Context: an optimization exercise on an open-source flow, tuned for small area, a short achievable clock period and few clock cycles. The choices shown serve that exercise and are no tape-out recipe. The RTL was checked by simulation tests, not by an equivalence proof against the original design.

==> v26 <==
// pagerank16
module pagerank16 #(parameter N=16, WIDTH=16)
(
input clk,
input reset,
input start,
input [5:0] iters,
input [N*N-1:0] adjacency,
input [N*WIDTH-1:0] weights,
output [10*WIDTH-1:0] top_vals,
output [10*4-1:0] top_ids,
output reg done
);
==> module pagerank16, before the edit <==
module pagerank16 #(parameter N=16, WIDTH=16)
(
input clk,
input reset,
input start,
input [5:0] iters,
input [N*N-1:0] adjacency,
input [N*WIDTH-1:0] weights,
output [10*WIDTH-1:0] top_vals,
output [10*4-1:0] top_ids,
output reg done
);
localparam [15:0] DN = 16'h0266;
localparam [16:0] DB = 17'h0D99A;
reg busy;
reg init;             
reg [5:0] left;       
reg zero;             
reg [4:0] cnt;        
reg par;              
reg [15:0] val [0:N-1];
reg [15:0] TA [0:N-1];
reg [15:0] TB [0:N-1];
reg m1v;
reg [3:0] m1k;
reg [15:0] wk, vk;
reg m1b;              
reg r1v;
reg [3:0] r1k;
reg [15:0] adj_r;
reg [15:0] lv [0:9];  
reg [3:0] li [0:9];
reg [9:0] lvalid;
wire go = start & ~busy;
wire last = (left == 6'd0);
wire [63:0] prod = {47'd0, DB} * {48'd0, wk} * {48'd0, vk};
wire [15:0] tk = prod[47:32];
reg [15:0] s;
integer k;
always @* begin
	s = DN;
	for (k=0; k<N; k=k+1)
		s = s + (adj_r[k] ? (par ? TB[k] : TA[k]) : 16'd0);
end
wire [15:0] newv = zero ? 16'h1000 : s;
reg [9:0] gt;
always @* begin
	for (k=0; k<10; k=k+1)
		gt[k] = ~lvalid[k] | (newv > lv[k]);
end
wire issue_row = busy & ~init & (cnt < 5'd16);
wire issue_init_mul = busy & init & (cnt < 5'd16);
wire phase_end = busy & (init ? (cnt == 5'd15) : (cnt == 5'd16));
integer i;
always @(posedge clk or posedge reset) begin
	if (reset) begin
		busy <= 1'b0;
		init <= 1'b0;
		left <= 6'd0;
		zero <= 1'b0;
		cnt <= 5'd0;
		par <= 1'b0;
		done <= 1'b0;
		lvalid <= 10'd0;
		r1v <= 1'b0;
		m1v <= 1'b0;
	end else begin
		r1v <= issue_row;
		m1v <= issue_init_mul | (r1v & ~last);
		if (go) begin
			busy <= 1'b1;
			done <= 1'b0;
			zero <= (iters == 6'd0);
			init <= (iters != 6'd0);
			left <= (iters == 6'd0) ? 6'd0 : iters - 6'd1;
			cnt <= 5'd0;
			par <= 1'b0;
			lvalid <= 10'd0;
		end else if (busy) begin
			cnt <= cnt + 1'b1;
			if (r1v && last)
				for (i=0; i<10; i=i+1)
					if (i > 0 && gt[i-1])
						lvalid[i] <= lvalid[i-1];
					else if (gt[i])
						lvalid[i] <= 1'b1;
			if (phase_end) begin
				cnt <= 5'd0;
				if (init) begin
					init <= 1'b0;
				end else if (last) begin
					busy <= 1'b0;
					done <= 1'b1;
				end else begin
					left <= left - 1'b1;
					par <= ~par;
				end
			end
		end
	end
end
always @(posedge clk) begin
	if (go)
		for (i=0; i<N; i=i+1)
			val[i] <= 16'h1000;
	if (issue_row) begin
		adj_r <= adjacency[cnt[3:0]*N +: N];
		r1k <= cnt[3:0];
	end
	if (issue_init_mul) begin
		wk <= weights[cnt[3:0]*WIDTH +: WIDTH];
		vk <= val[cnt[3:0]];
		m1k <= cnt[3:0];
		m1b <= 1'b0;
	end else if (r1v) begin
		wk <= weights[r1k*WIDTH +: WIDTH];
		vk <= newv;
		m1k <= r1k;
		m1b <= ~par;
	end
	if (m1v) begin
		if (m1b) TB[m1k] <= tk;
		else TA[m1k] <= tk;
	end
	if (r1v) begin
		val[r1k] <= newv;
		if (last) begin
			for (i=0; i<10; i=i+1) begin
				if (i > 0 && gt[i-1]) begin
					lv[i] <= lv[i-1];
					li[i] <= li[i-1];
				end else if (gt[i]) begin
					lv[i] <= newv;
					li[i] <= r1k;
				end
			end
		end
	end
end
genvar g;
generate
	for (g=0; g<10; g=g+1) begin : outs
		assign top_vals[g*WIDTH +: WIDTH] = lv[g];
		assign top_ids[g*4 +: 4] = li[g];
	end
endgenerate
endmodule
Settings: LEC_CHECK=0, CAP_MARGIN=20, CORE_MARGIN=2, CORE_UTILIZATION=30, PLACE_DENSITY=0.45, SLEW_MARGIN=20; clock period 23.0 ns.
run.sh (not shown) runs the stock make flow with config.mk's settings and CLKGATE_MAP_FILE= SYNTH_SCRIPT=/design/flow/synth_recipe.tcl, a recipe that flattens the netlist after the stock synthesis.
==> v21: changes against v26 <==
==> flow/design.v (replaced) <==
module pagerank16 #(parameter N=16, WIDTH=16)
(
input clk,
input reset,
input start,
input [5:0] iters,
input [N*N-1:0] adjacency,
input [N*WIDTH-1:0] weights,
output [10*WIDTH-1:0] top_vals,
output [10*4-1:0] top_ids,
output reg done
);
localparam [15:0] DN = 16'h0266;
localparam [16:0] DB = 17'h0D99A;
reg busy;
reg init;             
reg [5:0] left;       
reg zero;             
reg [3:0] cnt;        
reg par;              
reg [15:0] val [0:N-1];
reg [15:0] TA [0:N-1];
reg [15:0] TB [0:N-1];
reg m1v;
reg [2:0] m1c;        
reg [15:0] wa, va, wb, vb;
reg m1b;
reg r1v;
reg [2:0] r1c;
reg [15:0] adja, adjb;
reg [15:0] lv [0:9];  
reg [3:0] li [0:9];
reg [9:0] lvalid;
wire go = start & ~busy;
wire last = (left == 6'd0);
wire [63:0] proda = {47'd0, DB} * {48'd0, wa} * {48'd0, va};
wire [63:0] prodb = {47'd0, DB} * {48'd0, wb} * {48'd0, vb};
wire [15:0] ta = proda[47:32];
wire [15:0] tb = prodb[47:32];
reg [15:0] sa, sb;
integer k;
always @* begin
	sa = DN;
	sb = DN;
	for (k=0; k<N; k=k+1) begin
		sa = sa + (adja[k] ? (par ? TB[k] : TA[k]) : 16'd0);
		sb = sb + (adjb[k] ? (par ? TB[k] : TA[k]) : 16'd0);
	end
end
wire [15:0] newa = zero ? 16'h1000 : sa;
wire [15:0] newb = zero ? 16'h1000 : sb;
wire [3:0] ida = {r1c, 1'b0};
wire [3:0] idb = {r1c, 1'b1};
reg [15:0] v1 [0:9];
reg [3:0] i1 [0:9];
reg [9:0] ok1;
reg [15:0] v2 [0:9];
reg [3:0] i2 [0:9];
reg [9:0] ok2;
reg [9:0] g1, g2;
integer i;
always @* begin
	for (i=0; i<10; i=i+1)
		g1[i] = ~lvalid[i] | (newa > lv[i]);
	for (i=0; i<10; i=i+1) begin
		if (i > 0 && g1[i-1]) begin
			v1[i] = lv[i-1]; i1[i] = li[i-1]; ok1[i] = lvalid[i-1];
		end else if (g1[i]) begin
			v1[i] = newa; i1[i] = ida; ok1[i] = 1'b1;
		end else begin
			v1[i] = lv[i]; i1[i] = li[i]; ok1[i] = lvalid[i];
		end
	end
	for (i=0; i<10; i=i+1)
		g2[i] = ~ok1[i] | (newb > v1[i]);
	for (i=0; i<10; i=i+1) begin
		if (i > 0 && g2[i-1]) begin
			v2[i] = v1[i-1]; i2[i] = i1[i-1]; ok2[i] = ok1[i-1];
		end else if (g2[i]) begin
			v2[i] = newb; i2[i] = idb; ok2[i] = 1'b1;
		end else begin
			v2[i] = v1[i]; i2[i] = i1[i]; ok2[i] = ok1[i];
		end
	end
end
wire issue_row = busy & ~init & (cnt < 4'd8);
wire issue_init_mul = busy & init & (cnt < 4'd8);
wire phase_end = busy & (init ? (cnt == 4'd7) : (cnt == 4'd8));
always @(posedge clk or posedge reset) begin
	if (reset) begin
		busy <= 1'b0;
		init <= 1'b0;
		left <= 6'd0;
		zero <= 1'b0;
		cnt <= 4'd0;
		par <= 1'b0;
		done <= 1'b0;
		lvalid <= 10'd0;
		r1v <= 1'b0;
		m1v <= 1'b0;
	end else begin
		r1v <= issue_row;
		m1v <= issue_init_mul | (r1v & ~last);
		if (go) begin
			busy <= 1'b1;
			done <= 1'b0;
			zero <= (iters == 6'd0);
			init <= (iters != 6'd0);
			left <= (iters == 6'd0) ? 6'd0 : iters - 6'd1;
			cnt <= 4'd0;
			par <= 1'b0;
			lvalid <= 10'd0;
		end else if (busy) begin
			cnt <= cnt + 1'b1;
			if (r1v && last)
				lvalid <= ok2;
			if (phase_end) begin
				cnt <= 4'd0;
				if (init) begin
					init <= 1'b0;
				end else if (last) begin
					busy <= 1'b0;
					done <= 1'b1;
				end else begin
					left <= left - 1'b1;
					par <= ~par;
				end
			end
		end
	end
end
always @(posedge clk) begin
	if (go)
		for (i=0; i<N; i=i+1)
			val[i] <= 16'h1000;
	if (issue_row) begin
		adja <= adjacency[{cnt[2:0], 1'b0}*N +: N];
		adjb <= adjacency[{cnt[2:0], 1'b1}*N +: N];
		r1c <= cnt[2:0];
	end
	if (issue_init_mul) begin
		wa <= weights[{cnt[2:0], 1'b0}*WIDTH +: WIDTH];
		wb <= weights[{cnt[2:0], 1'b1}*WIDTH +: WIDTH];
		va <= val[{cnt[2:0], 1'b0}];
		vb <= val[{cnt[2:0], 1'b1}];
		m1c <= cnt[2:0];
		m1b <= 1'b0;
	end else if (r1v) begin
		wa <= weights[ida*WIDTH +: WIDTH];
		wb <= weights[idb*WIDTH +: WIDTH];
		va <= newa;
		vb <= newb;
		m1c <= r1c;
		m1b <= ~par;
	end
	if (m1v) begin
		if (m1b) begin
			TB[{m1c, 1'b0}] <= ta;
			TB[{m1c, 1'b1}] <= tb;
		end else begin
			TA[{m1c, 1'b0}] <= ta;
			TA[{m1c, 1'b1}] <= tb;
		end
	end
	if (r1v) begin
		val[ida] <= newa;
		val[idb] <= newb;
		if (last)
			for (i=0; i<10; i=i+1) begin
				lv[i] <= v2[i];
				li[i] <= i2[i];
			end
	end
end
genvar g;
generate
	for (g=0; g<10; g=g+1) begin : outs
		assign top_vals[g*WIDTH +: WIDTH] = lv[g];
		assign top_ids[g*4 +: 4] = li[g];
	end
endgenerate
endmodule
==> v8: changes against v26 <==
==> flow/design.v (replaced) <==
module pagerank16 #(parameter N=16, WIDTH=16)
(
input clk,
input reset,
input start,
input [5:0] iters,
input [N*N-1:0] adjacency,
input [N*WIDTH-1:0] weights,
output [10*WIDTH-1:0] top_vals,
output [10*4-1:0] top_ids,
output reg done
);
localparam [15:0] DN = 16'h0266;
localparam [16:0] DB = 17'h0D99A;
reg busy;
reg init;             
reg [5:0] left;       
reg zero;             
reg [3:0] cnt;        
reg par;              
reg [15:0] val [0:N-1];
reg [15:0] TA [0:N-1];
reg [15:0] TB [0:N-1];
reg m1v;
reg [2:0] m1c;        
reg [31:0] wa, wb;     
reg [15:0] va, vb;
reg m1b;
reg r1v;
reg [2:0] r1c;
reg [15:0] adja, adjb;
reg insv;             
reg fin;              
reg [15:0] qa, qb;
reg [3:0] qida, qidb;
reg [15:0] lv [0:9];  
reg [3:0] li [0:9];
reg [9:0] lvalid;
wire go = start & ~busy & ~fin;
wire last = (left == 6'd0);
wire [47:0] proda = {16'd0, wa} * {32'd0, va};
wire [47:0] prodb = {16'd0, wb} * {32'd0, vb};
wire [15:0] ta = proda[47:32];
wire [15:0] tb = prodb[47:32];
reg [15:0] sa, sb;
integer k;
always @* begin
	sa = DN;
	sb = DN;
	for (k=0; k<N; k=k+1) begin
		sa = sa + (adja[k] ? (par ? TB[k] : TA[k]) : 16'd0);
		sb = sb + (adjb[k] ? (par ? TB[k] : TA[k]) : 16'd0);
	end
end
wire [15:0] newa = zero ? 16'h1000 : sa;
wire [15:0] newb = zero ? 16'h1000 : sb;
wire [3:0] ida = {r1c, 1'b0};
wire [3:0] idb = {r1c, 1'b1};
reg [15:0] v1 [0:9];
reg [3:0] i1 [0:9];
reg [9:0] ok1;
reg [15:0] v2 [0:9];
reg [3:0] i2 [0:9];
reg [9:0] ok2;
reg [9:0] g1, g2;
integer i;
always @* begin
	for (i=0; i<10; i=i+1)
		g1[i] = ~lvalid[i] | (qa > lv[i]);
	for (i=0; i<10; i=i+1) begin
		if (i > 0 && g1[i-1]) begin
			v1[i] = lv[i-1]; i1[i] = li[i-1]; ok1[i] = lvalid[i-1];
		end else if (g1[i]) begin
			v1[i] = qa; i1[i] = qida; ok1[i] = 1'b1;
		end else begin
			v1[i] = lv[i]; i1[i] = li[i]; ok1[i] = lvalid[i];
		end
	end
	for (i=0; i<10; i=i+1)
		g2[i] = ~ok1[i] | (qb > v1[i]);
	for (i=0; i<10; i=i+1) begin
		if (i > 0 && g2[i-1]) begin
			v2[i] = v1[i-1]; i2[i] = i1[i-1]; ok2[i] = ok1[i-1];
		end else if (g2[i]) begin
			v2[i] = qb; i2[i] = qidb; ok2[i] = 1'b1;
		end else begin
			v2[i] = v1[i]; i2[i] = i1[i]; ok2[i] = ok1[i];
		end
	end
end
wire issue_row = busy & ~init & (cnt < 4'd8);
wire issue_init_mul = busy & init & (cnt < 4'd8);
wire phase_end = busy & (init ? (cnt == 4'd7) : (cnt == 4'd8));
always @(posedge clk or posedge reset) begin
	if (reset) begin
		busy <= 1'b0;
		init <= 1'b0;
		left <= 6'd0;
		zero <= 1'b0;
		cnt <= 4'd0;
		par <= 1'b0;
		done <= 1'b0;
		lvalid <= 10'd0;
		r1v <= 1'b0;
		m1v <= 1'b0;
		insv <= 1'b0;
		fin <= 1'b0;
	end else begin
		insv <= r1v & last;
		fin <= 1'b0;
		if (fin)
			done <= 1'b1;
		r1v <= issue_row;
		m1v <= issue_init_mul | (r1v & ~last);
		if (go) begin
			busy <= 1'b1;
			done <= 1'b0;
			zero <= (iters == 6'd0);
			init <= (iters != 6'd0);
			left <= (iters == 6'd0) ? 6'd0 : iters - 6'd1;
			cnt <= 4'd0;
			par <= 1'b0;
			lvalid <= 10'd0;
		end else if (busy) begin
			cnt <= cnt + 1'b1;
			if (insv)
				lvalid <= ok2;
			if (phase_end) begin
				cnt <= 4'd0;
				if (init) begin
					init <= 1'b0;
				end else if (last) begin
					busy <= 1'b0;
					fin <= 1'b1;
				end else begin
					left <= left - 1'b1;
					par <= ~par;
				end
			end
		end
	end
end
always @(posedge clk) begin
	if (go)
		for (i=0; i<N; i=i+1)
			val[i] <= 16'h1000;
	if (issue_row) begin
		adja <= adjacency[{cnt[2:0], 1'b0}*N +: N];
		adjb <= adjacency[{cnt[2:0], 1'b1}*N +: N];
		r1c <= cnt[2:0];
	end
	if (issue_init_mul) begin
		wa <= DB * weights[{cnt[2:0], 1'b0}*WIDTH +: WIDTH];
		wb <= DB * weights[{cnt[2:0], 1'b1}*WIDTH +: WIDTH];
		va <= val[{cnt[2:0], 1'b0}];
		vb <= val[{cnt[2:0], 1'b1}];
		m1c <= cnt[2:0];
		m1b <= 1'b0;
	end else if (r1v) begin
		wa <= DB * weights[ida*WIDTH +: WIDTH];
		wb <= DB * weights[idb*WIDTH +: WIDTH];
		va <= newa;
		vb <= newb;
		m1c <= r1c;
		m1b <= ~par;
	end
	if (m1v) begin
		if (m1b) begin
			TB[{m1c, 1'b0}] <= ta;
			TB[{m1c, 1'b1}] <= tb;
		end else begin
			TA[{m1c, 1'b0}] <= ta;
			TA[{m1c, 1'b1}] <= tb;
		end
	end
	if (r1v) begin
		val[ida] <= newa;
		val[idb] <= newb;
		qa <= newa;
		qb <= newb;
		qida <= ida;
		qidb <= idb;
	end
	if (insv)
		for (i=0; i<10; i=i+1) begin
			lv[i] <= v2[i];
			li[i] <= i2[i];
		end
end
genvar g;
generate
	for (g=0; g<10; g=g+1) begin : outs
		assign top_vals[g*WIDTH +: WIDTH] = lv[g];
		assign top_ids[g*4 +: 4] = li[g];
	end
endgenerate
endmodule
==> summary.txt <==
quantity                                                                      v21                       v8                      v26
Result of the run                                         complete, no violations  complete, no violations  complete, no violations
Met1 global-route usage                                                     29.5%                    28.7%                    29.9%
Global Route met2 Usage                                                     37.0%                    37.6%                    36.3%
Number of fill cells in the layout                                          37700                    43100                    24700
Maximum net fanout on the critical path                                        68                        4                       32
Reg-to-reg setup timing slack                                             8650 ps                 13420 ps                  9790 ps
Post-placement cell area                                             127000 sq um             142000 sq um              87200 sq um
Post-synth ARST share                                                       2.46%                    2.49%                    2.66%
Number of flip-flops and latches                                             1098                     1165                     1053
Synthesized-area fraction occupied by xor and xnor cells                    1.29%                    1.57%                    1.02%
Arrival time of data at the critical path endpoint                       14920 ps                 11730 ps                 13600 ps
Starting Density                                                            30.1%                    30.1%                    30.1%
Crit path max-delay cell type                                             dfrtp_4                  mux2i_1                   xor2_4
Share of cells above drive strength 1                                       8.42%                    9.57%                    10.4%
Testbench counts of v26, summed over its fixed seeds: cycles 17,136.
Testbench counts of v21, summed over its fixed seeds: cycles 9,072.
Testbench counts of v8, summed over its fixed seeds: cycles 9,120.

what the ideal ports hide:
The results above use ideal ports. As a check the final layouts listed here were re-extracted and re-timed, cells and wires unchanged. Step 1: set_driving_cell puts a clkbuf_16 on clk and a buf_2 on each other input, an assumption about the parent block. Step 2 moves the port delays by t, midway between the first and last clock arrival at a register: inputs arrive t later, outputs are due t later. That takes back most of the time a late clock gives input paths. Three values: ideal, step 1, step 2; two values: the first two.
| run | shift t [ns] | setup slack, ns | worst setup path after step 2 |
|---|---|---|---|
| v26 | 0.849 | 9.790 / 9.790 / 9.790 | register to register |
| v21 | 0.919 | 8.646 / 8.646 / 8.646 | register to register |
| v8 | 0.975 | 11.859 / 11.773 / 10.798 | input to register |
After both steps every run listed still meets setup and hold. The setup slack of v8, which loses most, moves by -0.086 ns with the drivers and by -1.061 ns with both steps.
